Context: an optimization exercise on an open-source flow, tuned for a short achievable clock period and few clock cycles. The choices shown serve that exercise and are no tape-out recipe. Where RTL was checked, it was by simulation tests only, not by an equivalence proof against the original. For run 1, only the layout was checked, not whether the RTL still works. Power and IR drop assume default switching activity.

<file path="flow/run.sh">
#!/bin/bash
# synth_recipe.tcl (not shown) runs the flow's synth.tcl, then flattens the netlist and writes it again
# the make line also repeats each setting of config.mk as NAME=value (left out here)
make -C /OpenROAD-flow-scripts/flow DESIGN_CONFIG=/design/flow/config.mk WORK_HOME=/design/flow/orfs CLKGATE_MAP_FILE= SYNTH_SCRIPT=/design/flow/synth_recipe.tcl finish
</file>
<file path="flow/config.mk">
export PLATFORM = sky130hd
export DESIGN_NAME = manta_style
export DESIGN_NICKNAME = manta_style
export VERILOG_FILES = /design/flow/design.v
export SDC_FILE = /design/flow/constraint.sdc
export NUM_CORES = 4
export LEC_CHECK = 0
export ABC_CLOCK_PERIOD_IN_PS = 3000
export CAP_MARGIN = 40
export CORE_MARGIN = 2
export CORE_UTILIZATION = 40
export PLACE_DENSITY = 0.6
export SETUP_SLACK_MARGIN = 5
export SLEW_MARGIN = 40
</file>
<file path="flow/constraint.sdc">
create_clock -name core_clock -period 8.5 [get_ports {clk}]
set_input_delay 1.7000 -clock core_clock [delete_from_list [all_inputs] [get_ports {clk}]]
set_output_delay 1.7000 -clock core_clock [all_outputs]
set_load 0.01 [all_outputs]
</file>
<file path="flow/design.v">
module multiplier3 (
    input             clk,
    input      [15:0] A,
    input      [15:0] B,
    output     [15:0] product
);
    wire pp_0_0 = A[0] & B[0];
    wire pp_1_0 = A[1] & B[0];
    wire pp_2_0 = A[2] & B[0];
    wire pp_3_0 = A[3] & B[0];
    wire pp_4_0 = A[4] & B[0];
    wire pp_5_0 = A[5] & B[0];
    wire pp_6_0 = A[6] & B[0];
    wire pp_7_0 = A[7] & B[0];
    wire pp_8_0 = A[8] & B[0];
    wire pp_9_0 = A[9] & B[0];
    wire pp_10_0 = A[10] & B[0];
    wire pp_11_0 = A[11] & B[0];
    wire pp_12_0 = A[12] & B[0];
    wire pp_13_0 = A[13] & B[0];
    wire pp_14_0 = A[14] & B[0];
    wire pp_15_0 = A[15] & B[0];
    wire pp_0_1 = A[0] & B[1];
    wire pp_1_1 = A[1] & B[1];
    wire pp_2_1 = A[2] & B[1];
    wire pp_3_1 = A[3] & B[1];
    wire pp_4_1 = A[4] & B[1];
    wire pp_5_1 = A[5] & B[1];
    wire pp_6_1 = A[6] & B[1];
    wire pp_7_1 = A[7] & B[1];
    wire pp_8_1 = A[8] & B[1];
    wire pp_9_1 = A[9] & B[1];
    wire pp_10_1 = A[10] & B[1];
    wire pp_11_1 = A[11] & B[1];
    wire pp_12_1 = A[12] & B[1];
    wire pp_13_1 = A[13] & B[1];
    wire pp_14_1 = A[14] & B[1];
    wire pp_0_2 = A[0] & B[2];
    wire pp_1_2 = A[1] & B[2];
    wire pp_2_2 = A[2] & B[2];
    wire pp_3_2 = A[3] & B[2];
    wire pp_4_2 = A[4] & B[2];
    wire pp_5_2 = A[5] & B[2];
    wire pp_6_2 = A[6] & B[2];
    wire pp_7_2 = A[7] & B[2];
    wire pp_8_2 = A[8] & B[2];
    wire pp_9_2 = A[9] & B[2];
    wire pp_10_2 = A[10] & B[2];
    wire pp_11_2 = A[11] & B[2];
    wire pp_12_2 = A[12] & B[2];
    wire pp_13_2 = A[13] & B[2];
    wire pp_0_3 = A[0] & B[3];
    wire pp_1_3 = A[1] & B[3];
    wire pp_2_3 = A[2] & B[3];
    wire pp_3_3 = A[3] & B[3];
    wire pp_4_3 = A[4] & B[3];
    wire pp_5_3 = A[5] & B[3];
    wire pp_6_3 = A[6] & B[3];
    wire pp_7_3 = A[7] & B[3];
    wire pp_8_3 = A[8] & B[3];
    wire pp_9_3 = A[9] & B[3];
    wire pp_10_3 = A[10] & B[3];
    wire pp_11_3 = A[11] & B[3];
    wire pp_12_3 = A[12] & B[3];
    wire pp_0_4 = A[0] & B[4];
    wire pp_1_4 = A[1] & B[4];
    wire pp_2_4 = A[2] & B[4];
    wire pp_3_4 = A[3] & B[4];
    wire pp_4_4 = A[4] & B[4];
    wire pp_5_4 = A[5] & B[4];
    wire pp_6_4 = A[6] & B[4];
    wire pp_7_4 = A[7] & B[4];
    wire pp_8_4 = A[8] & B[4];
    wire pp_9_4 = A[9] & B[4];
    wire pp_10_4 = A[10] & B[4];
    wire pp_11_4 = A[11] & B[4];
    wire pp_0_5 = A[0] & B[5];
    wire pp_1_5 = A[1] & B[5];
    wire pp_2_5 = A[2] & B[5];
    wire pp_3_5 = A[3] & B[5];
    wire pp_4_5 = A[4] & B[5];
    wire pp_5_5 = A[5] & B[5];
    wire pp_6_5 = A[6] & B[5];
    wire pp_7_5 = A[7] & B[5];
    wire pp_8_5 = A[8] & B[5];
    wire pp_9_5 = A[9] & B[5];
    wire pp_10_5 = A[10] & B[5];
    wire pp_0_6 = A[0] & B[6];
    wire pp_1_6 = A[1] & B[6];
    wire pp_2_6 = A[2] & B[6];
    wire pp_3_6 = A[3] & B[6];
    wire pp_4_6 = A[4] & B[6];
    wire pp_5_6 = A[5] & B[6];
    wire pp_6_6 = A[6] & B[6];
    wire pp_7_6 = A[7] & B[6];
    wire pp_8_6 = A[8] & B[6];
    wire pp_9_6 = A[9] & B[6];
    wire pp_0_7 = A[0] & B[7];
    wire pp_1_7 = A[1] & B[7];
    wire pp_2_7 = A[2] & B[7];
    wire pp_3_7 = A[3] & B[7];
    wire pp_4_7 = A[4] & B[7];
    wire pp_5_7 = A[5] & B[7];
    wire pp_6_7 = A[6] & B[7];
    wire pp_7_7 = A[7] & B[7];
    wire pp_8_7 = A[8] & B[7];
    wire pp_0_8 = A[0] & B[8];
    wire pp_1_8 = A[1] & B[8];
    wire pp_2_8 = A[2] & B[8];
    wire pp_3_8 = A[3] & B[8];
    wire pp_4_8 = A[4] & B[8];
    wire pp_5_8 = A[5] & B[8];
    wire pp_6_8 = A[6] & B[8];
    wire pp_7_8 = A[7] & B[8];
    wire pp_0_9 = A[0] & B[9];
    wire pp_1_9 = A[1] & B[9];
    wire pp_2_9 = A[2] & B[9];
    wire pp_3_9 = A[3] & B[9];
    wire pp_4_9 = A[4] & B[9];
    wire pp_5_9 = A[5] & B[9];
    wire pp_6_9 = A[6] & B[9];
    wire pp_0_10 = A[0] & B[10];
    wire pp_1_10 = A[1] & B[10];
    wire pp_2_10 = A[2] & B[10];
    wire pp_3_10 = A[3] & B[10];
    wire pp_4_10 = A[4] & B[10];
    wire pp_5_10 = A[5] & B[10];
    wire pp_0_11 = A[0] & B[11];
    wire pp_1_11 = A[1] & B[11];
    wire pp_2_11 = A[2] & B[11];
    wire pp_3_11 = A[3] & B[11];
    wire pp_4_11 = A[4] & B[11];
    wire pp_0_12 = A[0] & B[12];
    wire pp_1_12 = A[1] & B[12];
    wire pp_2_12 = A[2] & B[12];
    wire pp_3_12 = A[3] & B[12];
    wire pp_0_13 = A[0] & B[13];
    wire pp_1_13 = A[1] & B[13];
    wire pp_2_13 = A[2] & B[13];
    wire pp_0_14 = A[0] & B[14];
    wire pp_1_14 = A[1] & B[14];
    wire pp_0_15 = A[0] & B[15];
    wire [15:0] aor;
    assign aor[15] = A[15];
    genvar g;
    generate for (g = 0; g < 15; g = g + 1) begin : aor_g
        assign aor[g] = aor[g + 1] | A[g];
    end endgenerate
    wire hi_any = (B[1] & aor[15]) | (B[2] & aor[14]) | (B[3] & aor[13]) | (B[4] & aor[12]) | (B[5] & aor[11]) | (B[6] & aor[10]) | (B[7] & aor[9]) | (B[8] & aor[8]) | (B[9] & aor[7]) | (B[10] & aor[6]) | (B[11] & aor[5]) | (B[12] & aor[4]) | (B[13] & aor[3]) | (B[14] & aor[2]) | (B[15] & aor[1]);
    wire s1 = pp_13_0 ^ pp_12_1;
    wire c2 = pp_13_0 & pp_12_1;
    wire s3 = pp_14_0 ^ pp_13_1 ^ pp_12_2;
    wire c4 = (pp_14_0 & pp_13_1) | (pp_14_0 & pp_12_2) | (pp_13_1 & pp_12_2);
    wire s5 = pp_11_3 ^ pp_10_4;
    wire c6 = pp_11_3 & pp_10_4;
    wire s7 = pp_15_0 ^ pp_14_1 ^ pp_13_2;
    wire c8 = (pp_15_0 & pp_14_1) | (pp_15_0 & pp_13_2) | (pp_14_1 & pp_13_2);
    wire s9 = pp_12_3 ^ pp_11_4 ^ pp_10_5;
    wire c10 = (pp_12_3 & pp_11_4) | (pp_12_3 & pp_10_5) | (pp_11_4 & pp_10_5);
    wire s11 = pp_9_6 ^ pp_8_7;
    wire c12 = pp_9_6 & pp_8_7;
    wire s13 = pp_9_0 ^ pp_8_1;
    wire c14 = pp_9_0 & pp_8_1;
    wire s15 = pp_10_0 ^ pp_9_1 ^ pp_8_2;
    wire c16 = (pp_10_0 & pp_9_1) | (pp_10_0 & pp_8_2) | (pp_9_1 & pp_8_2);
    wire s17 = pp_7_3 ^ pp_6_4;
    wire c18 = pp_7_3 & pp_6_4;
    wire s19 = pp_11_0 ^ pp_10_1 ^ pp_9_2;
    wire c20 = (pp_11_0 & pp_10_1) | (pp_11_0 & pp_9_2) | (pp_10_1 & pp_9_2);
    wire s21 = pp_8_3 ^ pp_7_4 ^ pp_6_5;
    wire c22 = (pp_8_3 & pp_7_4) | (pp_8_3 & pp_6_5) | (pp_7_4 & pp_6_5);
    wire s23 = pp_5_6 ^ pp_4_7;
    wire c24 = pp_5_6 & pp_4_7;
    wire s25 = pp_12_0 ^ pp_11_1 ^ pp_10_2;
    wire c26 = (pp_12_0 & pp_11_1) | (pp_12_0 & pp_10_2) | (pp_11_1 & pp_10_2);
    wire s27 = pp_9_3 ^ pp_8_4 ^ pp_7_5;
    wire c28 = (pp_9_3 & pp_8_4) | (pp_9_3 & pp_7_5) | (pp_8_4 & pp_7_5);
    wire s29 = pp_6_6 ^ pp_5_7 ^ pp_4_8;
    wire c30 = (pp_6_6 & pp_5_7) | (pp_6_6 & pp_4_8) | (pp_5_7 & pp_4_8);
    wire s31 = pp_3_9 ^ pp_2_10;
    wire c32 = pp_3_9 & pp_2_10;
    wire s33 = s1 ^ pp_11_2 ^ pp_10_3;
    wire c34 = (s1 & pp_11_2) | (s1 & pp_10_3) | (pp_11_2 & pp_10_3);
    wire s35 = pp_9_4 ^ pp_8_5 ^ pp_7_6;
    wire c36 = (pp_9_4 & pp_8_5) | (pp_9_4 & pp_7_6) | (pp_8_5 & pp_7_6);
    wire s37 = pp_6_7 ^ pp_5_8 ^ pp_4_9;
    wire c38 = (pp_6_7 & pp_5_8) | (pp_6_7 & pp_4_9) | (pp_5_8 & pp_4_9);
    wire s39 = pp_3_10 ^ pp_2_11 ^ pp_1_12;
    wire c40 = (pp_3_10 & pp_2_11) | (pp_3_10 & pp_1_12) | (pp_2_11 & pp_1_12);
    wire s41 = s3 ^ s5 ^ pp_9_5;
    wire c42 = (s3 & s5) | (s3 & pp_9_5) | (s5 & pp_9_5);
    wire s43 = pp_8_6 ^ pp_7_7 ^ pp_6_8;
    wire c44 = (pp_8_6 & pp_7_7) | (pp_8_6 & pp_6_8) | (pp_7_7 & pp_6_8);
    wire s45 = pp_5_9 ^ pp_4_10 ^ pp_3_11;
    wire c46 = (pp_5_9 & pp_4_10) | (pp_5_9 & pp_3_11) | (pp_4_10 & pp_3_11);
    wire s47 = pp_2_12 ^ pp_1_13 ^ pp_0_14;
    wire c48 = (pp_2_12 & pp_1_13) | (pp_2_12 & pp_0_14) | (pp_1_13 & pp_0_14);
    wire s49 = s7 ^ s9 ^ s11;
    wire c50 = (s7 & s9) | (s7 & s11) | (s9 & s11);
    wire s51 = pp_7_8 ^ pp_6_9 ^ pp_5_10;
    wire c52 = (pp_7_8 & pp_6_9) | (pp_7_8 & pp_5_10) | (pp_6_9 & pp_5_10);
    wire s53 = pp_4_11 ^ pp_3_12 ^ pp_2_13;
    wire c54 = (pp_4_11 & pp_3_12) | (pp_4_11 & pp_2_13) | (pp_3_12 & pp_2_13);
    wire s55 = pp_1_14 ^ pp_0_15 ^ c4;
    wire c56 = (pp_1_14 & pp_0_15) | (pp_1_14 & c4) | (pp_0_15 & c4);
    wire s57 = pp_6_0 ^ pp_5_1;
    wire c58 = pp_6_0 & pp_5_1;
    wire s59 = pp_7_0 ^ pp_6_1 ^ pp_5_2;
    wire c60 = (pp_7_0 & pp_6_1) | (pp_7_0 & pp_5_2) | (pp_6_1 & pp_5_2);
    wire s61 = pp_4_3 ^ pp_3_4;
    wire c62 = pp_4_3 & pp_3_4;
    wire s63 = pp_8_0 ^ pp_7_1 ^ pp_6_2;
    wire c64 = (pp_8_0 & pp_7_1) | (pp_8_0 & pp_6_2) | (pp_7_1 & pp_6_2);
    wire s65 = pp_5_3 ^ pp_4_4 ^ pp_3_5;
    wire c66 = (pp_5_3 & pp_4_4) | (pp_5_3 & pp_3_5) | (pp_4_4 & pp_3_5);
    wire s67 = pp_2_6 ^ pp_1_7;
    wire c68 = pp_2_6 & pp_1_7;
    wire s69 = s13 ^ pp_7_2 ^ pp_6_3;
    wire c70 = (s13 & pp_7_2) | (s13 & pp_6_3) | (pp_7_2 & pp_6_3);
    wire s71 = pp_5_4 ^ pp_4_5 ^ pp_3_6;
    wire c72 = (pp_5_4 & pp_4_5) | (pp_5_4 & pp_3_6) | (pp_4_5 & pp_3_6);
    wire s73 = pp_2_7 ^ pp_1_8 ^ pp_0_9;
    wire c74 = (pp_2_7 & pp_1_8) | (pp_2_7 & pp_0_9) | (pp_1_8 & pp_0_9);
    wire s75 = s15 ^ s17 ^ pp_5_5;
    wire c76 = (s15 & s17) | (s15 & pp_5_5) | (s17 & pp_5_5);
    wire s77 = pp_4_6 ^ pp_3_7 ^ pp_2_8;
    wire c78 = (pp_4_6 & pp_3_7) | (pp_4_6 & pp_2_8) | (pp_3_7 & pp_2_8);
    wire s79 = pp_1_9 ^ pp_0_10 ^ c14;
    wire c80 = (pp_1_9 & pp_0_10) | (pp_1_9 & c14) | (pp_0_10 & c14);
    wire s81 = s19 ^ s21 ^ s23;
    wire c82 = (s19 & s21) | (s19 & s23) | (s21 & s23);
    wire s83 = pp_3_8 ^ pp_2_9 ^ pp_1_10;
    wire c84 = (pp_3_8 & pp_2_9) | (pp_3_8 & pp_1_10) | (pp_2_9 & pp_1_10);
    wire s85 = pp_0_11 ^ c16 ^ c18;
    wire c86 = (pp_0_11 & c16) | (pp_0_11 & c18) | (c16 & c18);
    wire s87 = s25 ^ s27 ^ s29;
    wire c88 = (s25 & s27) | (s25 & s29) | (s27 & s29);
    wire s89 = s31 ^ pp_1_11 ^ pp_0_12;
    wire c90 = (s31 & pp_1_11) | (s31 & pp_0_12) | (pp_1_11 & pp_0_12);
    wire s91 = c20 ^ c22 ^ c24;
    wire c92 = (c20 & c22) | (c20 & c24) | (c22 & c24);
    wire s93 = s33 ^ s35 ^ s37;
    wire c94 = (s33 & s35) | (s33 & s37) | (s35 & s37);
    wire s95 = s39 ^ pp_0_13 ^ c26;
    wire c96 = (s39 & pp_0_13) | (s39 & c26) | (pp_0_13 & c26);
    wire s97 = c28 ^ c30 ^ c32;
    wire c98 = (c28 & c30) | (c28 & c32) | (c30 & c32);
    wire s99 = s41 ^ s43 ^ s45;
    wire c100 = (s41 & s43) | (s41 & s45) | (s43 & s45);
    wire s101 = s47 ^ c2 ^ c34;
    wire c102 = (s47 & c2) | (s47 & c34) | (c2 & c34);
    wire s103 = c36 ^ c38 ^ c40;
    wire c104 = (c36 & c38) | (c36 & c40) | (c38 & c40);
    wire s105 = s49 ^ s51 ^ s53;
    wire c106 = (s49 & s51) | (s49 & s53) | (s51 & s53);
    wire s107 = s55 ^ c6 ^ c42;
    wire c108 = (s55 & c6) | (s55 & c42) | (c6 & c42);
    wire s109 = c44 ^ c46 ^ c48;
    wire c110 = (c44 & c46) | (c44 & c48) | (c46 & c48);
    wire s111 = pp_4_0 ^ pp_3_1;
    wire c112 = pp_4_0 & pp_3_1;
    wire s113 = pp_5_0 ^ pp_4_1 ^ pp_3_2;
    wire c114 = (pp_5_0 & pp_4_1) | (pp_5_0 & pp_3_2) | (pp_4_1 & pp_3_2);
    wire s115 = pp_2_3 ^ pp_1_4;
    wire c116 = pp_2_3 & pp_1_4;
    wire s117 = s57 ^ pp_4_2 ^ pp_3_3;
    wire c118 = (s57 & pp_4_2) | (s57 & pp_3_3) | (pp_4_2 & pp_3_3);
    wire s119 = pp_2_4 ^ pp_1_5 ^ pp_0_6;
    wire c120 = (pp_2_4 & pp_1_5) | (pp_2_4 & pp_0_6) | (pp_1_5 & pp_0_6);
    wire s121 = s59 ^ s61 ^ pp_2_5;
    wire c122 = (s59 & s61) | (s59 & pp_2_5) | (s61 & pp_2_5);
    wire s123 = pp_1_6 ^ pp_0_7 ^ c58;
    wire c124 = (pp_1_6 & pp_0_7) | (pp_1_6 & c58) | (pp_0_7 & c58);
    wire s125 = s63 ^ s65 ^ s67;
    wire c126 = (s63 & s65) | (s63 & s67) | (s65 & s67);
    wire s127 = pp_0_8 ^ c60 ^ c62;
    wire c128 = (pp_0_8 & c60) | (pp_0_8 & c62) | (c60 & c62);
    wire s129 = s69 ^ s71 ^ s73;
    wire c130 = (s69 & s71) | (s69 & s73) | (s71 & s73);
    wire s131 = c64 ^ c66 ^ c68;
    wire c132 = (c64 & c66) | (c64 & c68) | (c66 & c68);
    wire s133 = s75 ^ s77 ^ s79;
    wire c134 = (s75 & s77) | (s75 & s79) | (s77 & s79);
    wire s135 = c70 ^ c72 ^ c74;
    wire c136 = (c70 & c72) | (c70 & c74) | (c72 & c74);
    wire s137 = s81 ^ s83 ^ s85;
    wire c138 = (s81 & s83) | (s81 & s85) | (s83 & s85);
    wire s139 = c76 ^ c78 ^ c80;
    wire c140 = (c76 & c78) | (c76 & c80) | (c78 & c80);
    wire s141 = s87 ^ s89 ^ s91;
    wire c142 = (s87 & s89) | (s87 & s91) | (s89 & s91);
    wire s143 = c82 ^ c84 ^ c86;
    wire c144 = (c82 & c84) | (c82 & c86) | (c84 & c86);
    wire s145 = s93 ^ s95 ^ s97;
    wire c146 = (s93 & s95) | (s93 & s97) | (s95 & s97);
    wire s147 = c88 ^ c90 ^ c92;
    wire c148 = (c88 & c90) | (c88 & c92) | (c90 & c92);
    wire s149 = s99 ^ s101 ^ s103;
    wire c150 = (s99 & s101) | (s99 & s103) | (s101 & s103);
    wire s151 = c94 ^ c96 ^ c98;
    wire c152 = (c94 & c96) | (c94 & c98) | (c96 & c98);
    wire s153 = s105 ^ s107 ^ s109;
    wire c154 = (s105 & s107) | (s105 & s109) | (s107 & s109);
    wire s155 = c100 ^ c102 ^ c104;
    wire c156 = (c100 & c102) | (c100 & c104) | (c102 & c104);
    wire ovf1 = hi_any | c8 | c10 | c12 | c50 | c52 | c54 | c56 | c106 | c108 | c110;
    reg ovf1_q;
    reg c154_q;
    reg c156_q;
    reg q0_0;
    reg q0_1;
    reg q1_1;
    reg q0_2;
    reg q1_2;
    reg q2_2;
    reg q0_3;
    reg q1_3;
    reg q2_3;
    reg q3_3;
    reg q0_4;
    reg q1_4;
    reg q2_4;
    reg q3_4;
    reg q0_5;
    reg q1_5;
    reg q2_5;
    reg q3_5;
    reg q0_6;
    reg q1_6;
    reg q2_6;
    reg q3_6;
    reg q0_7;
    reg q1_7;
    reg q2_7;
    reg q3_7;
    reg q0_8;
    reg q1_8;
    reg q2_8;
    reg q3_8;
    reg q0_9;
    reg q1_9;
    reg q2_9;
    reg q3_9;
    reg q0_10;
    reg q1_10;
    reg q2_10;
    reg q3_10;
    reg q0_11;
    reg q1_11;
    reg q2_11;
    reg q3_11;
    reg q0_12;
    reg q1_12;
    reg q2_12;
    reg q3_12;
    reg q0_13;
    reg q1_13;
    reg q2_13;
    reg q3_13;
    reg q0_14;
    reg q1_14;
    reg q2_14;
    reg q3_14;
    reg q0_15;
    reg q1_15;
    reg q2_15;
    reg q3_15;
    always @(posedge clk) begin
        ovf1_q <= ovf1;
        q0_0 <= pp_0_0;
        q0_1 <= pp_1_0;
        q1_1 <= pp_0_1;
        q0_2 <= pp_2_0;
        q1_2 <= pp_1_1;
        q2_2 <= pp_0_2;
        q0_3 <= pp_3_0;
        q1_3 <= pp_2_1;
        q2_3 <= pp_1_2;
        q3_3 <= pp_0_3;
        q0_4 <= s111;
        q1_4 <= pp_2_2;
        q2_4 <= pp_1_3;
        q3_4 <= pp_0_4;
        q0_5 <= s113;
        q1_5 <= s115;
        q2_5 <= pp_0_5;
        q3_5 <= c112;
        q0_6 <= s117;
        q1_6 <= s119;
        q2_6 <= c114;
        q3_6 <= c116;
        q0_7 <= s121;
        q1_7 <= s123;
        q2_7 <= c118;
        q3_7 <= c120;
        q0_8 <= s125;
        q1_8 <= s127;
        q2_8 <= c122;
        q3_8 <= c124;
        q0_9 <= s129;
        q1_9 <= s131;
        q2_9 <= c126;
        q3_9 <= c128;
        q0_10 <= s133;
        q1_10 <= s135;
        q2_10 <= c130;
        q3_10 <= c132;
        q0_11 <= s137;
        q1_11 <= s139;
        q2_11 <= c134;
        q3_11 <= c136;
        q0_12 <= s141;
        q1_12 <= s143;
        q2_12 <= c138;
        q3_12 <= c140;
        q0_13 <= s145;
        q1_13 <= s147;
        q2_13 <= c142;
        q3_13 <= c144;
        q0_14 <= s149;
        q1_14 <= s151;
        q2_14 <= c146;
        q3_14 <= c148;
        q0_15 <= s153;
        q1_15 <= s155;
        q2_15 <= c150;
        q3_15 <= c152;
        c154_q <= c154;
        c156_q <= c156;
    end
    wire s157 = q0_3 ^ q1_3;
    wire c158 = q0_3 & q1_3;
    wire s159 = q0_4 ^ q1_4 ^ q2_4;
    wire c160 = (q0_4 & q1_4) | (q0_4 & q2_4) | (q1_4 & q2_4);
    wire s161 = q0_5 ^ q1_5 ^ q2_5;
    wire c162 = (q0_5 & q1_5) | (q0_5 & q2_5) | (q1_5 & q2_5);
    wire s163 = q0_6 ^ q1_6 ^ q2_6;
    wire c164 = (q0_6 & q1_6) | (q0_6 & q2_6) | (q1_6 & q2_6);
    wire s165 = q0_7 ^ q1_7 ^ q2_7;
    wire c166 = (q0_7 & q1_7) | (q0_7 & q2_7) | (q1_7 & q2_7);
    wire s167 = q0_8 ^ q1_8 ^ q2_8;
    wire c168 = (q0_8 & q1_8) | (q0_8 & q2_8) | (q1_8 & q2_8);
    wire s169 = q0_9 ^ q1_9 ^ q2_9;
    wire c170 = (q0_9 & q1_9) | (q0_9 & q2_9) | (q1_9 & q2_9);
    wire s171 = q0_10 ^ q1_10 ^ q2_10;
    wire c172 = (q0_10 & q1_10) | (q0_10 & q2_10) | (q1_10 & q2_10);
    wire s173 = q0_11 ^ q1_11 ^ q2_11;
    wire c174 = (q0_11 & q1_11) | (q0_11 & q2_11) | (q1_11 & q2_11);
    wire s175 = q0_12 ^ q1_12 ^ q2_12;
    wire c176 = (q0_12 & q1_12) | (q0_12 & q2_12) | (q1_12 & q2_12);
    wire s177 = q0_13 ^ q1_13 ^ q2_13;
    wire c178 = (q0_13 & q1_13) | (q0_13 & q2_13) | (q1_13 & q2_13);
    wire s179 = q0_14 ^ q1_14 ^ q2_14;
    wire c180 = (q0_14 & q1_14) | (q0_14 & q2_14) | (q1_14 & q2_14);
    wire s181 = q0_15 ^ q1_15 ^ q2_15;
    wire c182 = (q0_15 & q1_15) | (q0_15 & q2_15) | (q1_15 & q2_15);
    wire s183 = q0_2 ^ q1_2;
    wire c184 = q0_2 & q1_2;
    wire s185 = s157 ^ q2_3 ^ q3_3;
    wire c186 = (s157 & q2_3) | (s157 & q3_3) | (q2_3 & q3_3);
    wire s187 = s159 ^ q3_4 ^ c158;
    wire c188 = (s159 & q3_4) | (s159 & c158) | (q3_4 & c158);
    wire s189 = s161 ^ q3_5 ^ c160;
    wire c190 = (s161 & q3_5) | (s161 & c160) | (q3_5 & c160);
    wire s191 = s163 ^ q3_6 ^ c162;
    wire c192 = (s163 & q3_6) | (s163 & c162) | (q3_6 & c162);
    wire s193 = s165 ^ q3_7 ^ c164;
    wire c194 = (s165 & q3_7) | (s165 & c164) | (q3_7 & c164);
    wire s195 = s167 ^ q3_8 ^ c166;
    wire c196 = (s167 & q3_8) | (s167 & c166) | (q3_8 & c166);
    wire s197 = s169 ^ q3_9 ^ c168;
    wire c198 = (s169 & q3_9) | (s169 & c168) | (q3_9 & c168);
    wire s199 = s171 ^ q3_10 ^ c170;
    wire c200 = (s171 & q3_10) | (s171 & c170) | (q3_10 & c170);
    wire s201 = s173 ^ q3_11 ^ c172;
    wire c202 = (s173 & q3_11) | (s173 & c172) | (q3_11 & c172);
    wire s203 = s175 ^ q3_12 ^ c174;
    wire c204 = (s175 & q3_12) | (s175 & c174) | (q3_12 & c174);
    wire s205 = s177 ^ q3_13 ^ c176;
    wire c206 = (s177 & q3_13) | (s177 & c176) | (q3_13 & c176);
    wire s207 = s179 ^ q3_14 ^ c178;
    wire c208 = (s179 & q3_14) | (s179 & c178) | (q3_14 & c178);
    wire s209 = s181 ^ q3_15 ^ c180;
    wire c210 = (s181 & q3_15) | (s181 & c180) | (q3_15 & c180);
    wire [15:0] ra = {s209, s207, s205, s203, s201, s199, s197, s195, s193, s191, s189, s187, s185, s183, q0_1, q0_0};
    wire [15:0] rb = {c208, c206, c204, c202, c200, c198, c196, c194, c192, c190, c188, c186, c184, q2_2, q1_1, 1'b0};
    wire [16:0] sum = {1'b0, ra} + {1'b0, rb};
    wire ovf = ovf1_q | sum[16] | c182 | c210 | c154_q | c156_q;
    assign product = ovf ? 16'hffff : sum[15:0];
endmodule
module alu (
    input      [15:0] A,
    input      [15:0] B,
    input      [3:0]  shamt,
    input      [15:0] pc1,
    input             op_add,     
    input             op_sub,
    input             op_and,
    input             op_or,
    input             op_xor,
    input             op_shl,
    input             op_shr,
    input             op_link,
    output     [15:0] sum,
    output     [15:0] out
);
    assign sum = A + (op_sub ? ~B : B) + {15'd0, op_sub};
    wire [15:0] shl = A << shamt;
    wire [15:0] shr = A >> shamt;
    assign out = ({16{op_add | op_sub}} & sum)
               | ({16{op_and}}  & (A & B))
               | ({16{op_or}}   & (A | B))
               | ({16{op_xor}}  & (A ^ B))
               | ({16{op_shl}}  & shl)
               | ({16{op_shr}}  & shr)
               | ({16{op_link}} & pc1);
endmodule
module register_file (
    input             clk,
    input             rst,
    input      [3:0]  rd_1,
    input      [3:0]  rd_2,
    input      [3:0]  wr,
    input      [15:0] wr_data,
    input             wr_en,
    output     [15:0] rd_1_data,
    output     [15:0] rd_2_data
);
    reg [15:0] gpr [1:15];
    integer i;
    always @(posedge clk) begin
        if (rst) begin
            for (i = 1; i < 16; i = i + 1) gpr[i] <= 16'd0;
        end else if (wr_en && wr != 4'd0) begin
            gpr[wr] <= wr_data;
        end
    end
    assign rd_1_data = (rd_1 == 4'd0) ? 16'd0 : gpr[rd_1];
    assign rd_2_data = (rd_2 == 4'd0) ? 16'd0 : gpr[rd_2];
endmodule
module manta_style (
    input clk,
    input rst,
    output [15:0] imem_addr,
    input  [15:0] imem_rdata,
    output [15:0] dmem_addr,
    output        dmem_we,
    output [15:0] dmem_wdata,
    input  [15:0] dmem_rdata
);
    reg [15:0] fa;               
    reg        lr_v;             
    reg [3:0]  lr_rd;            
    reg [15:0] lr_q;
    assign imem_addr = fa;
    wire [3:0]  f_op     = imem_rdata[15:12];
    wire        f_bne_t  = (f_op == 4'hd) && (imem_rdata[11:8] != imem_rdata[3:0]);
    wire        f_jalr_p = (f_op == 4'hf) && lr_v && (imem_rdata[11:8] == lr_rd);
    wire        f_jmp    = f_bne_t || (f_op == 4'he) || f_jalr_p;
    wire [15:0] f_off4   = {{12{imem_rdata[7]}}, imem_rdata[7:4]};
    wire [15:0] f_off    = f_op[1] ? {{8{imem_rdata[11]}}, imem_rdata[11:4]} : f_off4;
    wire [15:0] f_seq    = fa + 16'd1;
    wire [15:0] f_tgt    = f_jalr_p ? lr_q + f_off4 : fa + f_off;
    reg        d_valid;
    reg [15:0] d_ir;
    reg [15:0] d_pc1;
    reg        d_jp;             
    reg [15:0] d_pbase;
    wire [3:0] d_op = d_ir[15:12];
    wire [3:0] d_ra = d_ir[11:8];
    wire [3:0] d_rb = d_ir[7:4];
    wire [3:0] d_rc = d_ir[3:0];
    wire       d_uses_a = (d_op != 4'he);
    wire       d_rr     = (d_op < 4'h6);                     
    wire       d_cd     = (d_op == 4'hc) || (d_op == 4'hd);   
    wire [3:0] d_r1 = d_uses_a ? d_ra : 4'd0;
    wire [3:0] d_r2 = d_rr ? d_rb : (d_cd ? d_rc : 4'd0);
    wire       d_wr = !d_cd && (d_rc != 4'd0);
    wire       d_imm = !d_rr;                                
    wire [15:0] d_immv = (d_op == 4'hf) ? {{12{d_ir[7]}}, d_ir[7:4]} : {12'd0, d_ir[7:4]};
    reg        e_valid;
    reg        e_wr;
    reg [3:0]  e_rd;
    reg        e_late;           
    reg        e_load, e_store, e_mul, e_bne, e_jalr;
    reg        e_add, e_sub, e_and, e_or, e_xor, e_shl, e_shr, e_link;
    reg [15:0] e_a, e_b, e_s, e_pc1;
    reg        e_fam, e_faw, e_fbm, e_fbw, e_fsm, e_fsw;
    reg        e_mfam, e_mfaw, e_mfbm, e_mfbw;
    reg        e_bt;             
    reg        e_jp;             
    reg [15:0] e_pbase;
    reg        m_wr;
    reg [3:0]  m_rd;
    reg        m_load, m_mul;
    reg        m_we;
    reg [15:0] m_res;
    reg [15:0] m_s;
    reg        w_wr;
    reg [3:0]  w_rd;
    reg [15:0] w_res;
    wire [15:0] rf1, rf2;
    register_file rf (
        .clk(clk), .rst(rst),
        .rd_1(d_r1), .rd_2(d_r2),
        .wr(w_rd), .wr_data(w_res), .wr_en(w_wr),
        .rd_1_data(rf1), .rd_2_data(rf2)
    );
    wire [15:0] d_v1 = (w_wr && w_rd == d_r1) ? w_res : rf1;
    wire [15:0] d_v2 = (w_wr && w_rd == d_r2) ? w_res : rf2;
    wire d_he1 = e_wr && (e_rd == d_r1) && (d_r1 != 4'd0);
    wire d_he2 = e_wr && (e_rd == d_r2) && (d_r2 != 4'd0);
    wire d_hm1 = m_wr && (m_rd == d_r1) && (d_r1 != 4'd0);
    wire d_hm2 = m_wr && (m_rd == d_r2) && (d_r2 != 4'd0);
    wire d_stall = d_valid && e_late && (d_he1 || d_he2);
    wire [15:0] x_a = e_fam ? m_res : (e_faw ? w_res : e_a);
    wire [15:0] x_b = e_fbm ? m_res : (e_fbw ? w_res : e_b);
    wire [15:0] x_s = e_fsm ? m_res : (e_fsw ? w_res : e_s);
    wire [15:0] x_sum, x_out;
    alu alu (
        .A(x_a), .B(x_b), .shamt(e_b[3:0]), .pc1(e_pc1),
        .op_add(e_add), .op_sub(e_sub), .op_and(e_and), .op_or(e_or),
        .op_xor(e_xor), .op_shl(e_shl), .op_shr(e_shr), .op_link(e_link),
        .sum(x_sum), .out(x_out)
    );
    wire [15:0] mul_out;
    wire [15:0] x_ma = e_mfam ? m_res : (e_mfaw ? w_res : e_a);
    wire [15:0] x_mb = e_mfbm ? m_res : (e_mfbw ? w_res : e_b);
    multiplier3 mul (.clk(clk), .A(x_ma), .B(x_mb), .product(mul_out));
    wire x_redir = e_valid && ((e_bne && e_bt && (x_a == x_s)) ||
                               (e_jalr && !(e_jp && (x_a == e_pbase))));
    wire [15:0] x_tgt = e_bne ? e_pc1 : x_sum;
    assign dmem_addr  = m_res;
    assign dmem_we    = m_we;
    assign dmem_wdata = m_s;
    always @(posedge clk) begin
        if (rst) begin
            fa <= 16'd0;
        end else if (x_redir) begin
            fa <= x_tgt;
        end else if (!d_stall) begin
            fa <= f_jmp ? f_tgt : f_seq;
        end
        if (rst) begin
            lr_v <= 1'b0;
        end else if (f_op == 4'he && imem_rdata[3:0] != 4'd0) begin
            lr_v  <= 1'b1;
            lr_rd <= imem_rdata[3:0];
            lr_q  <= f_seq;
        end
        if (rst || x_redir) begin
            d_valid <= 1'b0;
        end else if (!d_stall) begin
            d_valid <= 1'b1;
        end
        if (!d_stall) begin
            d_ir    <= imem_rdata;
            d_pc1   <= f_seq;
            d_jp    <= f_jalr_p;
            d_pbase <= lr_q;
        end
        e_rd   <= d_rc;
        e_late <= (d_op == 4'hb) || (d_op == 4'h5);
        e_load <= (d_op == 4'hb);
        e_store <= (d_op == 4'hc);
        e_mul  <= (d_op == 4'h5);
        e_bne  <= (d_op == 4'hd);
        e_jalr <= (d_op == 4'hf);
        e_add  <= (d_op == 4'h0) || (d_op == 4'h6) || (d_op == 4'hb) || (d_op == 4'hc);
        e_sub  <= (d_op == 4'h1);
        e_and  <= (d_op == 4'h2) || (d_op == 4'h7);
        e_or   <= (d_op == 4'h3) || (d_op == 4'h8);
        e_xor  <= (d_op == 4'h4);
        e_shl  <= (d_op == 4'h9);
        e_shr  <= (d_op == 4'ha);
        e_link <= (d_op == 4'he) || (d_op == 4'hf);
        e_a    <= d_v1;
        e_b    <= d_imm ? d_immv : d_v2;
        e_s    <= d_v2;
        e_pc1  <= d_pc1;
        e_fam  <= d_he1;
        e_faw  <= d_hm1;
        e_fbm  <= d_he2 && !d_imm;
        e_fbw  <= d_hm2 && !d_imm;
        e_fsm  <= d_he2;
        e_fsw  <= d_hm2;
        e_mfam <= d_he1 && (d_op == 4'h5);
        e_mfaw <= d_hm1 && (d_op == 4'h5);
        e_mfbm <= d_he2 && (d_op == 4'h5);
        e_mfbw <= d_hm2 && (d_op == 4'h5);
        e_bt   <= (d_ra != d_rc);
        e_jp   <= d_jp;
        e_pbase <= d_pbase;
        if (rst || x_redir || d_stall || !d_valid) begin
            e_valid <= 1'b0;
            e_wr    <= 1'b0;
        end else begin
            e_valid <= 1'b1;
            e_wr    <= d_wr;
        end
        m_rd    <= e_rd;
        m_load  <= e_load;
        m_mul   <= e_mul;
        m_res   <= x_out;
        m_s     <= x_s;
        if (rst) begin
            m_wr <= 1'b0;
            m_we <= 1'b0;
        end else begin
            m_wr <= e_wr;
            m_we <= e_valid && e_store;
        end
        w_rd  <= m_rd;
        w_res <= m_load ? dmem_rdata : (m_mul ? mul_out : m_res);
        if (rst) begin
            w_wr <= 1'b0;
        end else begin
            w_wr <= m_wr;
        end
    end
endmodule
</file>
==> run_results.csv, run 1 <==
group,metric,value,unit
status,status,"finished clean",
timing,finalCritPeriodShare,42.44,%
detailed_routing,dr.pass1.iters,9,
setup_path,critPathArrivalTime,4080,ps
detailed_routing,wl,117200,um
setup_path,cp_slowest_cell,"fa_1",
layout,diodes,0,
layout,final_net_count,3950,
clock_network,numCtsBuffers,67,
timing,max_freq,277.2,MHz
power,p_sw,0.003035,W
layout,syn2layout_area_growth,18.17,%
clock_network,cts_root_buffer,"clkbuf_16",
detailed_routing,ant_nets,0,
detailed_routing,wire_per_inst,23.93,um
yosys,ys_types,88,
yosys,syn_avg_cell_area,9.367,sq um
yosys,seq_area_frac_synth,43.59,%
yosys,synth-async-reset-ratio,0,%
setup_path,crit_fanout,6,
setup_path,critPathMaxStageDelay,500,ps
layout,multi_input_area,0.01867,sq mm
global_route,grt_first_pass_wirelength,170800,um
timing,worst_pin_slew,918.4,ps
setup_path,cp-start-kind,"flop",
power,ir_worst_vdd,0.1539,mV
timing,hold_viol_final,0,
power,p_leak,15.63,nW
timing,setup_viol,0,
yosys,yosysTopAreaCellShare,28.73,%
detailed_routing,vias,28470,
yosys,synth_cells,3626,
placement,io_buffer_count,82,
floorplanning,start_util,40.52,%
global_route,grt_antenna_before_repair,1,
power,fin_total_pwr,0.008790,W
detailed_routing,drc,0,
clock_network,cts_tree,"built",
timing,slew_violations,0,
power,p_per_area,219.0,mW/mm^2
yosys,synth_top_cells_by_area,"edfxtp_1 29%, dfxtp_1 15%, nand2_1 6.7%",
yosys,synth_ff_type,"edfxtp_1",
layout,drive_gt1_share,14.27,%
setup_path,end_kind,"flop",
setup_path,critPathRequiredTime,8980,ps
global_route,grt_pass1_vias,26750,
clock_network,ctsHoldBuffers,0,
clock_network,path_clk_slew,60,ps
floorplanning,rows,106,
run,maxCapViolations,0,
floorplanning,die-area,0.08726,sq mm
setup_path,path_cells,"buf_6, buf_4, mux2i_1, o21ai_2, nand2b_1, fa_1, inv_2, fa_1, fa_2, nor4_2, nand3b_1, nor3_2, o21ai_1, a2111oi_2, o2111ai_1",
layout,seqCellArea,0.01489,sq mm
yosys,synth_edf_count,325,
floorplanning,coreArea,0.08382,sq mm
setup_path,cpMostUsedCell,"fa_1",
clock_network,cts.path.max_buffers,3,
timing,max_slew_margin,38.12,%
global_route,grt-ovfl-total,0,
detailed_routing,viasPerCell,5.812,
setup_path,path_buf_inv,3,
yosys,yosysTopAreaCell,"edfxtp_1",
clock_network,insertion_delay,630,ps
power,clockPowerShare,31.6,%
floorplanning,die_x,295.4,um
layout,nFillCells,7908,
worst_hold_path,hold_class,"reg2reg",
timing,tns,0,ps
placement,gp_congestion,0.9270,
placement,dp.cells,4679,
global_route,grtUsageTotal,25.88,%
global_route,grt_max_degree,71,
power,p_sw_share,34.53,%
placement,hpwl,74030,um
power,pwr-share-comb,29.0,%
power,power_frac_seq,39.5,%
layout,stdcell_count,4898,
clock_network,clock-sinks,577,
yosys,synth-seq-cells,577,
yosys,synth_warnings,3,
timing,period_minus_slack,3608,ps
power,p_int,0.005755,W
timing,finalClockSkew,25.21,ps
clock_network,htreeDepth,3,
floorplanning,ios,83,
detailed_routing,drt_iter0_markers,3263,
timing,grt_setup_unrepaired,"true",
floorplanning,die_y,295.4,um
setup_path,cpLargestDelayFamily,"adder cells",
setup_path,crit_type,"reg2reg",
yosys,syn_area,0.03396,sq mm
## layer usage
layer | vias to the layer above | routed length (um) | track usage (%)
li1 | 12890 | - | -
met1 | 13850 | 49940 | 36.40
met2 | 1442 | 51880 | 39.91
met3 | 281 | 9929 | 3.774
met4 | 0 | 5460 | 10.65
met5 | - | 0 | 0
## cells by family (layout without fill, tap and decap cells)
| family | after synthesis | after routing | share of synthesized area [%] |
|---|---|---|---|
| simple gates | 1497 | 1498 | 20.73 |
| mux | 120 | 120 | 3.901 |
| other cells | 1 | 16 | 0.01104 |
| xor+xnor | 143 | 143 | 3.688 |
| fa+ha+maj | 201 | 201 | 9.504 |
| compound gates | 706 | 709 | 14.18 |
| buf+inv | 381 | 500 | 4.399 |
| flops | 577 | 577 | 43.59 |
## flip-flops by register name, summed over array words and instances (netlist names), 16 cells and up
signal and count:
rf.gpr 256, m_s 16, d_pc1 16, e_a 16, e_pc1 16, fa 16
e_s 16, d_pbase 16, d_ir 16, m_res 16, e_pbase 16, lr_q 16
e_b 16, w_res 16
## final timing paths
kind | startpoint | to | cells after the start | slack [ps]
hold reg to reg | e_mul | m_mul | 0 | 330
setup / recovery | e_mfaw | mul.ovf1_q | 15 | 4890
setup reg to reg | e_mfaw | mul.ovf1_q | 15 | 4890
hold / removal | e_mul | m_mul | 0 | 330
## placed cells by master (no fill, tap or decap), types with 33 or more instances in the layout
| cell | count |
|---|---|
| a221oi_1 | 55 |
| inv_1 | 107 |
| nand2_1 | 600 |
| fa_1 | 91 |
| o21ai_0 | 78 |
| dfxtp_1 | 215 |
| a21oi_1 | 180 |
| nor3_1 | 45 |
| ha_1 | 99 |
| clkbuf_16 | 72 |
| edfxtp_1 | 325 |
| nand3_1 | 119 |
| a211oi_1 | 35 |
| clkdlybuf4s50_1 | 69 |
| and2_1 | 250 |
| xnor2_1 | 106 |
| mux2i_1 | 87 |
| and3_1 | 40 |
| buf_4 | 129 |
| nor2_1 | 252 |
| xor2_1 | 33 |
## metrics by stage
| step | worst slack (ps) | util, % | hold WS, ps | area (sq um) |
|---|---|---|---|---|
| after detailed placement | 3503 | 43.23 | 312.8 | 36240 |
| after floorplan | 4621 | - | 309.6 | 34340 |
| final | 4892 | 47.88 | 327.2 | 40130 |
| after CTS | 4831 | 46.69 | 326.5 | 39130 |
| after global routing | 4707 | 47.88 | 337.9 | 40130 |
| after global placement | 3496 | 43.11 | 312.3 | 36140 |
## synth_stat cells, drive strengths merged (18+ instances only)
| library cell | instances |
|---|---|
| a311oi | 32 |
| buf | 57 |
| mux2i | 97 |
| clkbuf | 201 |
| a31oi | 32 |
| a211oi | 37 |
| nor2 | 270 |
| nand3 | 122 |
| and2 | 252 |
| inv | 119 |
| dfxtp | 252 |
| o211ai | 26 |
| nand2b | 32 |
| nor3 | 49 |
| a21oi | 213 |
| ha | 106 |
| o21a | 29 |
| a22o | 26 |
| edfxtp | 325 |
| nor2b | 20 |
| xnor2 | 109 |
| nand4 | 18 |
| o21ai | 116 |
| and3 | 40 |
| xor2 | 34 |
| nand2 | 607 |
| a221oi | 57 |
| fa | 95 |
| a311o | 25 |
| or2 | 29 |
## repair_timing
item	CTS	global route
cloned	5	8
endpoints found under the setup margin	301	201
buffers inserted	34	54
pin swaps	15	42
resized for setup	148	125
## worst register-to-register path, cell delays in order, from the launching register on
cell	delay (ps)
dfxtp_4	370
buf_6	140
buf_4	130
mux2i_1	120
o21ai_2	240
nand2b_1	100
fa_1	500
inv_2	40
fa_1	480
fa_2	370
nor4_2	140
nand3b_1	120
nor3_2	120
o21ai_1	90
a2111oi_2	300
o2111ai_1	180
## final cells by class
cell class                 instances  area share [%]
clock buffer                      95           4.614
sequential                       577           37.10
tap                             1134           3.535
multi-input combinational       2687           46.51
inverter                         123           1.185
timing repair buffer             259           6.497
clock inverter                    23          0.5581
## power groups by stage
stage / registers (W) / clock network [W] / logic (W)
after floorplan: 0.00339 / 0 / 0.00147
after global placement: 0.00351 / 0 / 0.00219
after detailed placement: 0.00351 / 0 / 0.00221
after CTS: 0.00346 / 0.00282 / 0.00235
after global routing: 0.00349 / 0.00292 / 0.00275
final: 0.00347 / 0.00278 / 0.00255
==> run 2, diff against run 1 <==
--- a/flow/design.v
+++ b/flow/design.v
@@ -303,10 +303,8 @@
     wire c154 = (s105 & s107) | (s105 & s109) | (s107 & s109);
     wire s155 = c100 ^ c102 ^ c104;
     wire c156 = (c100 & c102) | (c100 & c104) | (c102 & c104);
-    wire ovf1 = hi_any | c8 | c10 | c12 | c50 | c52 | c54 | c56 | c106 | c108 | c110;
+    wire ovf1 = hi_any | c8 | c10 | c12 | c50 | c52 | c54 | c56 | c106 | c108 | c110 | c154 | c156;
     reg ovf1_q;
-    reg c154_q;
-    reg c156_q;
     reg q0_0;
     reg q0_1;
     reg q1_1;
@@ -425,8 +423,6 @@
         q1_15 <= s155;
         q2_15 <= c150;
         q3_15 <= c152;
-        c154_q <= c154;
-        c156_q <= c156;
     end
     wire s157 = q0_3 ^ q1_3;
     wire c158 = q0_3 & q1_3;
@@ -485,7 +481,7 @@
     wire [15:0] ra = {s209, s207, s205, s203, s201, s199, s197, s195, s193, s191, s189, s187, s185, s183, q0_1, q0_0};
     wire [15:0] rb = {c208, c206, c204, c202, c200, c198, c196, c194, c192, c190, c188, c186, c184, q2_2, q1_1, 1'b0};
     wire [16:0] sum = {1'b0, ra} + {1'b0, rb};
-    wire ovf = ovf1_q | sum[16] | c182 | c210 | c154_q | c156_q;
+    wire ovf = ovf1_q | sum[16] | c182 | c210;
     assign product = ovf ? 16'hffff : sum[15:0];
 endmodule
 module alu (
@@ -586,7 +582,6 @@
     reg        e_add, e_sub, e_and, e_or, e_xor, e_shl, e_shr, e_link;
     reg [15:0] e_a, e_b, e_s, e_pc1;
     reg        e_fam, e_faw, e_fbm, e_fbw, e_fsm, e_fsw;
-    reg        e_mfam, e_mfaw, e_mfbm, e_mfbw;
     reg        e_bt;             
     reg        e_jp;             
     reg [15:0] e_pbase;
@@ -624,9 +619,7 @@
         .sum(x_sum), .out(x_out)
     );
     wire [15:0] mul_out;
-    wire [15:0] x_ma = e_mfam ? m_res : (e_mfaw ? w_res : e_a);
-    wire [15:0] x_mb = e_mfbm ? m_res : (e_mfbw ? w_res : e_b);
-    multiplier3 mul (.clk(clk), .A(x_ma), .B(x_mb), .product(mul_out));
+    multiplier3 mul (.clk(clk), .A(x_a), .B(x_b), .product(mul_out));
     wire x_redir = e_valid && ((e_bne && e_bt && (x_a == x_s)) ||
                                (e_jalr && !(e_jp && (x_a == e_pbase))));
     wire [15:0] x_tgt = e_bne ? e_pc1 : x_sum;
@@ -684,10 +677,6 @@
         e_fbw  <= d_hm2 && !d_imm;
         e_fsm  <= d_he2;
         e_fsw  <= d_hm2;
-        e_mfam <= d_he1 && (d_op == 4'h5);
-        e_mfaw <= d_hm1 && (d_op == 4'h5);
-        e_mfbm <= d_he2 && (d_op == 4'h5);
-        e_mfbw <= d_hm2 && (d_op == 4'h5);
         e_bt   <= (d_ra != d_rc);
         e_jp   <= d_jp;
         e_pbase <= d_pbase;
==> run 2 against run 1 <==
Highest routed layer is now met5; still clean; synthesized cell count down 4.5%; clock skew is 1.6 ps lower; clock power grew 6%; combinational power hardly changed; wire length up 5.7%; largest power group unchanged.
==> run_results.csv, run 2 <==
group,metric,value,unit
power,p_sw_share,34.42,%
setup_path,crit_type,"reg2reg",
detailed_routing,dr.pass1.iters,9,
timing,holdWs,326.8,ps
timing,finalCritPeriodShare,51.66,%
timing,tns,0,ps
timing,finalClockSkew,23.63,ps
power,p_sw,0.003107,W
global_route,grtUsageTotal,28.19,%
floorplanning,die_x,294.6,um
setup_path,critPathMaxStageDelay,490,ps
clock_network,htreeDepth,3,
timing,slew_violations,0,
placement,io_buffer_count,82,
yosys,synth-seq-cells,571,
setup_path,critPathRequiredTime,8990,ps
setup_path,cpLargestDelayFamily,"adder cells",
clock_network,numCtsBuffers,68,
worst_hold_path,hold_class,"reg2reg",
floorplanning,rows,106,
yosys,ys_types,89,
power,clockPowerShare,32.7,%
layout,regMostFlops,"rf.gpr",
yosys,synth-async-reset-ratio,0,%
clock_network,cts_root_buffer,"clkbuf_16",
power,ir_worst_vdd,0.1348,mV
yosys,seq_area_frac_synth,43.46,%
yosys,yosysMostFrequentCell,"nand2_1",
detailed_routing,wl,123900,um
floorplanning,die-area,0.08681,sq mm
clock_network,cts.path.max_buffers,3,
floorplanning,die_y,294.6,um
clock_network,cts_tree,"built",
floorplanning,start_util,40.37,%
timing,hold_viol_final,0,
timing,worst_pin_slew,938.7,ps
detailed_routing,drc,0,
detailed_routing,ant_nets,0,
yosys,syn_area,0.03379,sq mm
timing,period_minus_slack,4391,ps
clock_network,clock-sinks,571,
yosys,synth_top_cells_by_area,"edfxtp_1 29%, dfxtp_1 15%, fa_1 5.6%",
detailed_routing,drt_iter0_markers,3071,
placement,placed_cell_area,0.03600,sq mm
clock_network,ctsHoldBuffers,0,
yosys,synth_warnings,3,
yosys,synth_cells,3462,
setup_path,cp-start-kind,"flop",
setup_path,path_buf_inv,4,
timing,setup_viol,0,
global_route,grt_antenna_before_repair,3,
global_route,grt-ovfl-total,0,
power,pwr-share-comb,28.6,%
yosys,synth_ff_type,"edfxtp_1",
status,status,"finished clean",
layout,final_cell_mix,"415 x nand2_1, 325 x edfxtp_1, 252 x nor2_1, 248 x and2_1, 211 x dfxtp_1",
setup_path,end_kind,"flop",
yosys,synth_edf_count,325,
layout,final_net_count,3785,
setup_path,cp_slowest_cell,"fa_1",
yosys,syn_avg_cell_area,9.760,sq um
layout,syn2layout_area_growth,19.26,%
timing,max_slew_margin,37.36,%
detailed_routing,viasPerCell,5.915,
global_route,grt_first_pass_wirelength,181000,um
layout,largest_reg_flops,256,
layout,nFillCells,7686,
global_route,grt_pass1_vias,27160,
yosys,yosys-top-cells-count,"421 x nand2_1, 325 x edfxtp_1, 265 x nor2_1, 252 x and2_1, 246 x dfxtp_1",
layout,seqCellArea,0.01477,sq mm
placement,hpwl,80220,um
detailed_routing,wire_per_inst,26.18,um
layout,diodes,0,
layout,multi_input_area,0.01854,sq mm
layout,finalInstanceArea,0.04029,sq mm
power,power_frac_seq,38.7,%
layout,final_common_cell,"nand2_1",
run,maxCapViolations,0,
global_route,grt_max_degree,119,
floorplanning,coreArea,0.08369,sq mm
setup_path,critPathArrivalTime,4880,ps
yosys,yosysTopAreaCell,"edfxtp_1",
clock_network,path_clk_slew,60,ps
timing,grt_setup_unrepaired,"true",
floorplanning,ios,83,
clock_network,insertion_delay,620,ps
power,p_per_area,224.0,mW/mm^2
power,p_leak,15.77,nW
detailed_routing,vias,28000,
timing,max_freq,227.7,MHz
placement,gp_congestion,0.9613,
setup_path,cpMostUsedCell,"fa_1",
yosys,yosysTopAreaCellShare,28.88,%
layout,drive_gt1_share,16.25,%
setup_path,crit_fanout,15,
setup_path,path_cells,"buf_12, mux2i_1, nor2_1, a21oi_1, buf_6, inv_1, nand2_1, fa_1, inv_1, fa_1, fa_1, fa_2, nand4b_1, nor4_2, nand2_1, or4_1, nor4_1, nand3_1",
power,p_int,0.005919,W
==> run 2: changes by cell type after synthesis, moves of 19 or more <==
cell / previous run / this run
clkbuf_1: 201 / 182
buf_2: 24 / 44
a21oi_1: 211 / 157
nand3_1: 122 / 92
a311oi_1: 32 / 54
a211oi_1: 37 / 88
a22o_1: 26 / 47
nand2_1: 607 / 421
and3_1: 40 / 17
inv_1: 110 / 162
a221oi_1: 57 / 21
mux2i_1: 96 / 135
==> run 2: cell families after synthesis <==
kind of cell,share of synthesized area [%]
AO/OA/AOI/OAI,15.27
XOR/XNOR,3.696
adder cells (fa/ha/maj),9.554
buffers and inverters,5.099
flip-flops,43.46
multiplexers,5.999
other,0.01110
AND/OR/NAND/NOR,16.92
==> run 2: final timing paths <==
path	from	cells past startpoint	endpoint	slack, ps
worst min-delay path	e_mul	0	m_mul	330
worst min register to register	e_mul	0	m_mul	330
worst max register to register	e_fbw	18	mul.ovf1_q	4110
worst max-delay path	e_fbw	18	mul.ovf1_q	4110
==> run 2: power groups by stage <==
stage | sequential (W) | clock (W) | combinational, W
2_1_floorplan | 0.00334 | 0 | 0.00148
3_3_place_gp | 0.00353 | 0 | 0.00217
3_5_place_dp | 0.00354 | 0 | 0.00218
4_1_cts | 0.00348 | 0.00299 | 0.00239
5_1_grt | 0.00352 | 0.00310 | 0.00277
6_report | 0.00349 | 0.00295 | 0.00258
==> run 2: cell type report <==
cell class	instances	area share [%]
clock buffers	93	4.760
clock inverters	27	0.7608
inverters	169	1.717
multi-input cells	2472	46.02
flip-flops and latches	571	36.66
well taps	1134	3.521
repair buffers	268	6.561
==> run 2: layer usage <==
metal	wire (um)	track usage, %	vias to the layer above
li1	-	-	12450
met1	52040	39.35	13710
met2	54130	42.44	1525
met3	11880	5.414	323
met4	5872	12.42	2
met5	11	0	-
==> run 2: repair_timing <==
| action | in CTS | in global routing |
|---|---|---|
| gates cloned | 4 | 1 |
| setup endpoints to repair | 382 | 102 |
| setup buffers | 57 | 42 |
| resized for setup | 215 | 111 |
| endpoints found under the hold margin | 0 | 0 |
| pin swaps | 28 | 37 |
==> run 2: per-stage QoR <==
step                utilization [%]  power, W  worst slack, ps  cells
floorplan                         -  0.004820             4425   3477
global placement              42.88  0.005700             3358   4509
detailed placement            43.02  0.005718             3278   4510
CTS                           47.14  0.008854             4062   4691
global route                  48.15  0.009379             3964   4734
finish                        48.15  0.009025             4109   4734
Testbench counts of run 2, summed over its fixed seeds: cycles 541,542.
==> run 3, diff against run 2 <==
--- a/flow/design.v
+++ b/flow/design.v
@@ -142,10 +142,21 @@
     wire pp_0_15 = A[0] & B[15];
     wire [15:0] aor;
     assign aor[15] = A[15];
-    genvar g;
-    generate for (g = 0; g < 15; g = g + 1) begin : aor_g
-        assign aor[g] = aor[g + 1] | A[g];
-    end endgenerate
+    assign aor[0] = |A[15:0];
+    assign aor[1] = |A[15:1];
+    assign aor[2] = |A[15:2];
+    assign aor[3] = |A[15:3];
+    assign aor[4] = |A[15:4];
+    assign aor[5] = |A[15:5];
+    assign aor[6] = |A[15:6];
+    assign aor[7] = |A[15:7];
+    assign aor[8] = |A[15:8];
+    assign aor[9] = |A[15:9];
+    assign aor[10] = |A[15:10];
+    assign aor[11] = |A[15:11];
+    assign aor[12] = |A[15:12];
+    assign aor[13] = |A[15:13];
+    assign aor[14] = |A[15:14];
     wire hi_any = (B[1] & aor[15]) | (B[2] & aor[14]) | (B[3] & aor[13]) | (B[4] & aor[12]) | (B[5] & aor[11]) | (B[6] & aor[10]) | (B[7] & aor[9]) | (B[8] & aor[8]) | (B[9] & aor[7]) | (B[10] & aor[6]) | (B[11] & aor[5]) | (B[12] & aor[4]) | (B[13] & aor[3]) | (B[14] & aor[2]) | (B[15] & aor[1]);
     wire s1 = pp_13_0 ^ pp_12_1;
     wire c2 = pp_13_0 & pp_12_1;
@@ -303,8 +314,20 @@
     wire c154 = (s105 & s107) | (s105 & s109) | (s107 & s109);
     wire s155 = c100 ^ c102 ^ c104;
     wire c156 = (c100 & c102) | (c100 & c104) | (c102 & c104);
-    wire ovf1 = hi_any | c8 | c10 | c12 | c50 | c52 | c54 | c56 | c106 | c108 | c110 | c154 | c156;
+    wire ovf1 = hi_any;
     reg ovf1_q;
+    reg c8_q;
+    reg c10_q;
+    reg c12_q;
+    reg c50_q;
+    reg c52_q;
+    reg c54_q;
+    reg c56_q;
+    reg c106_q;
+    reg c108_q;
+    reg c110_q;
+    reg c154_q;
+    reg c156_q;
     reg q0_0;
     reg q0_1;
     reg q1_1;
@@ -423,6 +446,18 @@
         q1_15 <= s155;
         q2_15 <= c150;
         q3_15 <= c152;
+        c8_q <= c8;
+        c10_q <= c10;
+        c12_q <= c12;
+        c50_q <= c50;
+        c52_q <= c52;
+        c54_q <= c54;
+        c56_q <= c56;
+        c106_q <= c106;
+        c108_q <= c108;
+        c110_q <= c110;
+        c154_q <= c154;
+        c156_q <= c156;
     end
     wire s157 = q0_3 ^ q1_3;
     wire c158 = q0_3 & q1_3;
@@ -481,7 +516,7 @@
     wire [15:0] ra = {s209, s207, s205, s203, s201, s199, s197, s195, s193, s191, s189, s187, s185, s183, q0_1, q0_0};
     wire [15:0] rb = {c208, c206, c204, c202, c200, c198, c196, c194, c192, c190, c188, c186, c184, q2_2, q1_1, 1'b0};
     wire [16:0] sum = {1'b0, ra} + {1'b0, rb};
-    wire ovf = ovf1_q | sum[16] | c182 | c210;
+    wire ovf = ovf1_q | sum[16] | c182 | c210 | c8_q | c10_q | c12_q | c50_q | c52_q | c54_q | c56_q | c106_q | c108_q | c110_q | c154_q | c156_q;
     assign product = ovf ? 16'hffff : sum[15:0];
 endmodule
 module alu (
@@ -582,6 +617,7 @@
     reg        e_add, e_sub, e_and, e_or, e_xor, e_shl, e_shr, e_link;
     reg [15:0] e_a, e_b, e_s, e_pc1;
     reg        e_fam, e_faw, e_fbm, e_fbw, e_fsm, e_fsw;
+    reg        e_mfam, e_mfaw, e_mfbm, e_mfbw;
     reg        e_bt;             
     reg        e_jp;             
     reg [15:0] e_pbase;
@@ -591,6 +627,8 @@
     reg        m_we;
     reg [15:0] m_res;
     reg [15:0] m_s;
+    reg        m_jmiss;          
+    reg [15:0] m_jt;
     reg        w_wr;
     reg [3:0]  w_rd;
     reg [15:0] w_res;
@@ -619,18 +657,22 @@
         .sum(x_sum), .out(x_out)
     );
     wire [15:0] mul_out;
-    multiplier3 mul (.clk(clk), .A(x_a), .B(x_b), .product(mul_out));
-    wire x_redir = e_valid && ((e_bne && e_bt && (x_a == x_s)) ||
-                               (e_jalr && !(e_jp && (x_a == e_pbase))));
-    wire [15:0] x_tgt = e_bne ? e_pc1 : x_sum;
+    wire [15:0] x_ma = e_mfam ? m_res : (e_mfaw ? w_res : e_a);
+    wire [15:0] x_mb = e_mfbm ? m_res : (e_mfbw ? w_res : e_b);
+    multiplier3 mul (.clk(clk), .A(x_ma), .B(x_mb), .product(mul_out));
+    wire x_bmiss = e_valid && e_bne && e_bt && (x_a == x_s);
+    wire x_jmiss = e_valid && e_jalr && !(e_jp && (x_a == e_pbase));
+    wire x_redir = x_bmiss || x_jmiss || m_jmiss;
     assign dmem_addr  = m_res;
     assign dmem_we    = m_we;
     assign dmem_wdata = m_s;
     always @(posedge clk) begin
         if (rst) begin
             fa <= 16'd0;
-        end else if (x_redir) begin
-            fa <= x_tgt;
+        end else if (m_jmiss) begin
+            fa <= m_jt;
+        end else if (x_bmiss) begin
+            fa <= e_pc1;
         end else if (!d_stall) begin
             fa <= f_jmp ? f_tgt : f_seq;
         end
@@ -677,6 +719,10 @@
         e_fbw  <= d_hm2 && !d_imm;
         e_fsm  <= d_he2;
         e_fsw  <= d_hm2;
+        e_mfam <= d_he1 && (d_op == 4'h5);
+        e_mfaw <= d_hm1 && (d_op == 4'h5);
+        e_mfbm <= d_he2 && (d_op == 4'h5);
+        e_mfbw <= d_hm2 && (d_op == 4'h5);
         e_bt   <= (d_ra != d_rc);
         e_jp   <= d_jp;
         e_pbase <= d_pbase;
@@ -692,10 +738,13 @@
         m_mul   <= e_mul;
         m_res   <= x_out;
         m_s     <= x_s;
+        m_jt    <= x_sum;
         if (rst) begin
             m_wr <= 1'b0;
             m_we <= 1'b0;
+            m_jmiss <= 1'b0;
         end else begin
+            m_jmiss <= x_jmiss;
             m_wr <= e_wr;
             m_we <= e_valid && e_store;
         end
==> run 3 against run 2 <==
Worst hold slack barely moved; first-iteration DRC count rose by 15%; die area rose by 5.8%; final area rose by 4.2%; fmax rose by 25%; non-clock buffer count fell by 21; clock power rose by 7.1%; clock skew rose by 1.7 ps; power rose by 10%; largest cell class unchanged; highest routed layer is now met4.
==> run_results.csv, run 3 <==
group,metric,value,unit
yosys,synth_xor_area_share,3.378,%
timing,hold_viol_final,0,
timing,setup_ws,4994,ps
power,clockPowerShare,31.7,%
power,fin_total_pwr,0.009958,W
yosys,yosysTopAreaCellShare,27.28,%
setup_path,crit_type,"reg2out",
clock_network,clock-sinks,604,
detailed_routing,wl_met2,56350,um
detailed_routing,viasPerCell,5.935,
power,power_frac_seq,37.2,%
power,pwr-share-comb,31.1,%
yosys,ys_types,92,
global_route,grt_pass1_vias,27980,
setup_path,cpLargestDelayFamily,"buffers and inverters",
run,maxCapViolations,0,
layout,nFillCells,8072,
yosys,synth-compound-area-share,13.59,%
setup_path,path_cells,"clkdlybuf4s50_1",
detailed_routing,vias,29520,
layout,final_common_cell,"nand2_1",
floorplanning,die_y,303.1,um
detailed_routing,dr.pass1.iters,6,
timing,period_minus_slack,3506,ps
global_route,grt_first_pass_wirelength,184100,um
layout,drive_gt1_share,15.31,%
detailed_routing,wl_met1,53190,um
yosys,yosysTopAreaCell,"edfxtp_1",
clock_network,ctsHoldBuffers,0,
setup_path,critPathArrivalTime,1810,ps
yosys,syn_area,0.03578,sq mm
setup_path,end_kind,"output pin",
timing,worst_pin_slew,895.5,ps
yosys,yosys.area_share.simple,18.49,%
setup_path,path_buf_inv,1,
power,p_sw,0.003460,W
floorplanning,coreArea,0.08851,sq mm
detailed_routing,wire_per_inst,25.53,um
yosys,synth_edf_count,325,
yosys,synth_top_family_by_area,"simple AND/OR/NAND/NOR gates",
floorplanning,die_x,303.1,um
floorplanning,ios,83,
layout,largest_reg_flops,256,
placement,place_ws,3774,ps
setup_path,critPathRequiredTime,6800,ps
detailed_routing,wl,127000,um
yosys,synth.area.mux_share,7.754,%
timing,finalCritPeriodShare,41.25,%
placement,gp_congestion,0.9541,
timing,max_freq,285.2,MHz
power,p_int,0.006498,W
power,p_sw_share,34.75,%
timing,setup_viol,0,
placement,hpwl,82330,um
placement,io_buffer_count,82,
detailed_routing,highest_layer,"met4",
detailed_routing,met3_length,11640,um
yosys,synth_cells,3686,
timing,tns,0,ps
yosys,syn_avg_cell_area,9.706,sq um
global_route,grt_antenna_before_repair,2,
floorplanning,rows,109,
yosys,yosys-top-cells-count,"405 x nand2_1, 342 x nor2_1, 325 x edfxtp_1, 279 x dfxtp_1, 249 x and2_1",
yosys,synth_warnings,3,
yosys,seq_area_frac_synth,42.89,%
setup_path,crit_fanout,7,
status,status,"finished clean",
timing,grt_setup_unrepaired,"true",
global_route,grtUsageTotal,26.99,%
clock_network,htreeDepth,3,
floorplanning,die-area,0.09185,sq mm
-- run 3: cell count changes in the layout (fill, tap and decap cells not counted), sizes merged, moves of 20 or more --
cell	previous run	this run
o31ai	8	30
nor2	265	342
a22o	47	26
o21ai	115	95
or2	11	36
and3	17	57
buf	191	164
a311oi	54	30
nand3	92	126
a22oi	30	9
o221ai	3	29
a211oi	89	55
dfxtp	246	279
mux2i	136	187
-- run 3: kinds of logic after synthesis --
group                    after synthesis
XOR/XNOR                             138
multiplexers                         241
adder cells (fa/ha/maj)              201
AO/OA/AOI/OAI                        687
buffers and inverters                436
flip-flops                           604
AND/OR/NAND/NOR                     1378
other                                  1
-- run 3: path summary, 6_finish.rpt --
| check | from | to | slack [ps] | depth (start not counted) |
|---|---|---|---|---|
| hold / removal | e_load | m_load | 330 | 0 |
| setup reg to reg | d_ir[15] | e_b[1] | 5050 | 11 |
| setup / recovery | m_res[0] | dmem_addr[0] | 4990 | 1 |
| hold reg to reg | e_load | m_load | 330 | 0 |
-- run 3: power groups by stage --
stage,clock [W],combinational [W],sequential [W]
floorplan,0,0.00179,0.00360
finish,0.00316,0.00310,0.00370
global placement,0,0.00274,0.00373
global route,0.00331,0.00334,0.00372
CTS,0.00319,0.00291,0.00368
detailed placement,0,0.00276,0.00373
-- run 3: metrics by stage --
| step | cells | area [sq um] |
|---|---|---|
| finish | 4974 | 41970 |
| global route | 4973 | 41970 |
| CTS | 4926 | 41130 |
| detailed placement | 4771 | 38040 |
| global placement | 4771 | 38010 |
| floorplan | 3701 | 36110 |
-- run 3: area by class of cell --
type / instances / area, sq um / share of cell area [%]
Antenna cell: 1 / 2.502 / 0.005962
Clock buffer: 92 / 1999 / 4.764
Clock inverter: 36 / 416.7 / 0.9927
Inverter: 164 / 638.1 / 1.520
Multi-Input combinational cell: 2665 / 19620 / 46.74
Sequential cell: 604 / 15420 / 36.74
Tap cell: 1165 / 1458 / 3.473
Timing Repair Buffer: 247 / 2419 / 5.763
-- run 3: what timing repair did --
item | in CTS | in global routing
gates cloned | 5 | 5
endpoints found under the hold margin | 0 | 0
gates resized for setup | 151 | 119
setup buffers | 22 | 42
pin swaps | 18 | 29
endpoints found under the setup margin | 243 | 69
-- run 3: layer usage --
| layer | vias to the layer above | track usage (%) |
|---|---|---|
| li1 | 13160 | - |
| met1 | 14450 | 37.67 |
| met2 | 1603 | 41.41 |
| met3 | 309 | 4.433 |
| met4 | 0 | 11.53 |
| met5 | - | 0 |
Testbench counts of run 3, summed over its fixed seeds: cycles 541,542.

port drivers added, routing unchanged:
No port has a modelled driver above. Below, the same layouts with a new extraction and two added sets of constraints. Step 1, drivers: a clkbuf_16 drives clk and a buf_2 each remaining input, both assumed. Step 2 adds t to the input delays and takes it off the output delays; t is the mean of the earliest and latest rising clock arrival at the registers after step 1. Input paths then give back, and output paths get back, about the clock's delay inside the block. Slacks: ideal ports / drivers / drivers and shift; pairs: ideal ports / drivers.
| run | shift t [ns] | setup slack, ns | hold slack, ns | worst setup path at the end | cell pins on the clock port's net |
|---|---|---|---|---|---|
| run 1 | 0.683 | 4.892 / 4.892 / 4.407 | 0.327 / 0.327 / 0.327 | input to register | 1 |
| run 2 | 0.682 | 4.109 / 4.109 / 4.109 | 0.327 / 0.327 / 0.327 | register to register | 1 |
| run 3 | 0.684 | 4.994 / 4.923 / 4.433 | 0.327 / 0.327 / 0.327 | input to register | 1 |
After both steps setup and hold are still met in every run listed. The setup slack of run 3, which loses most, moves by -0.071 ns with the drivers and by -0.561 ns with both steps.
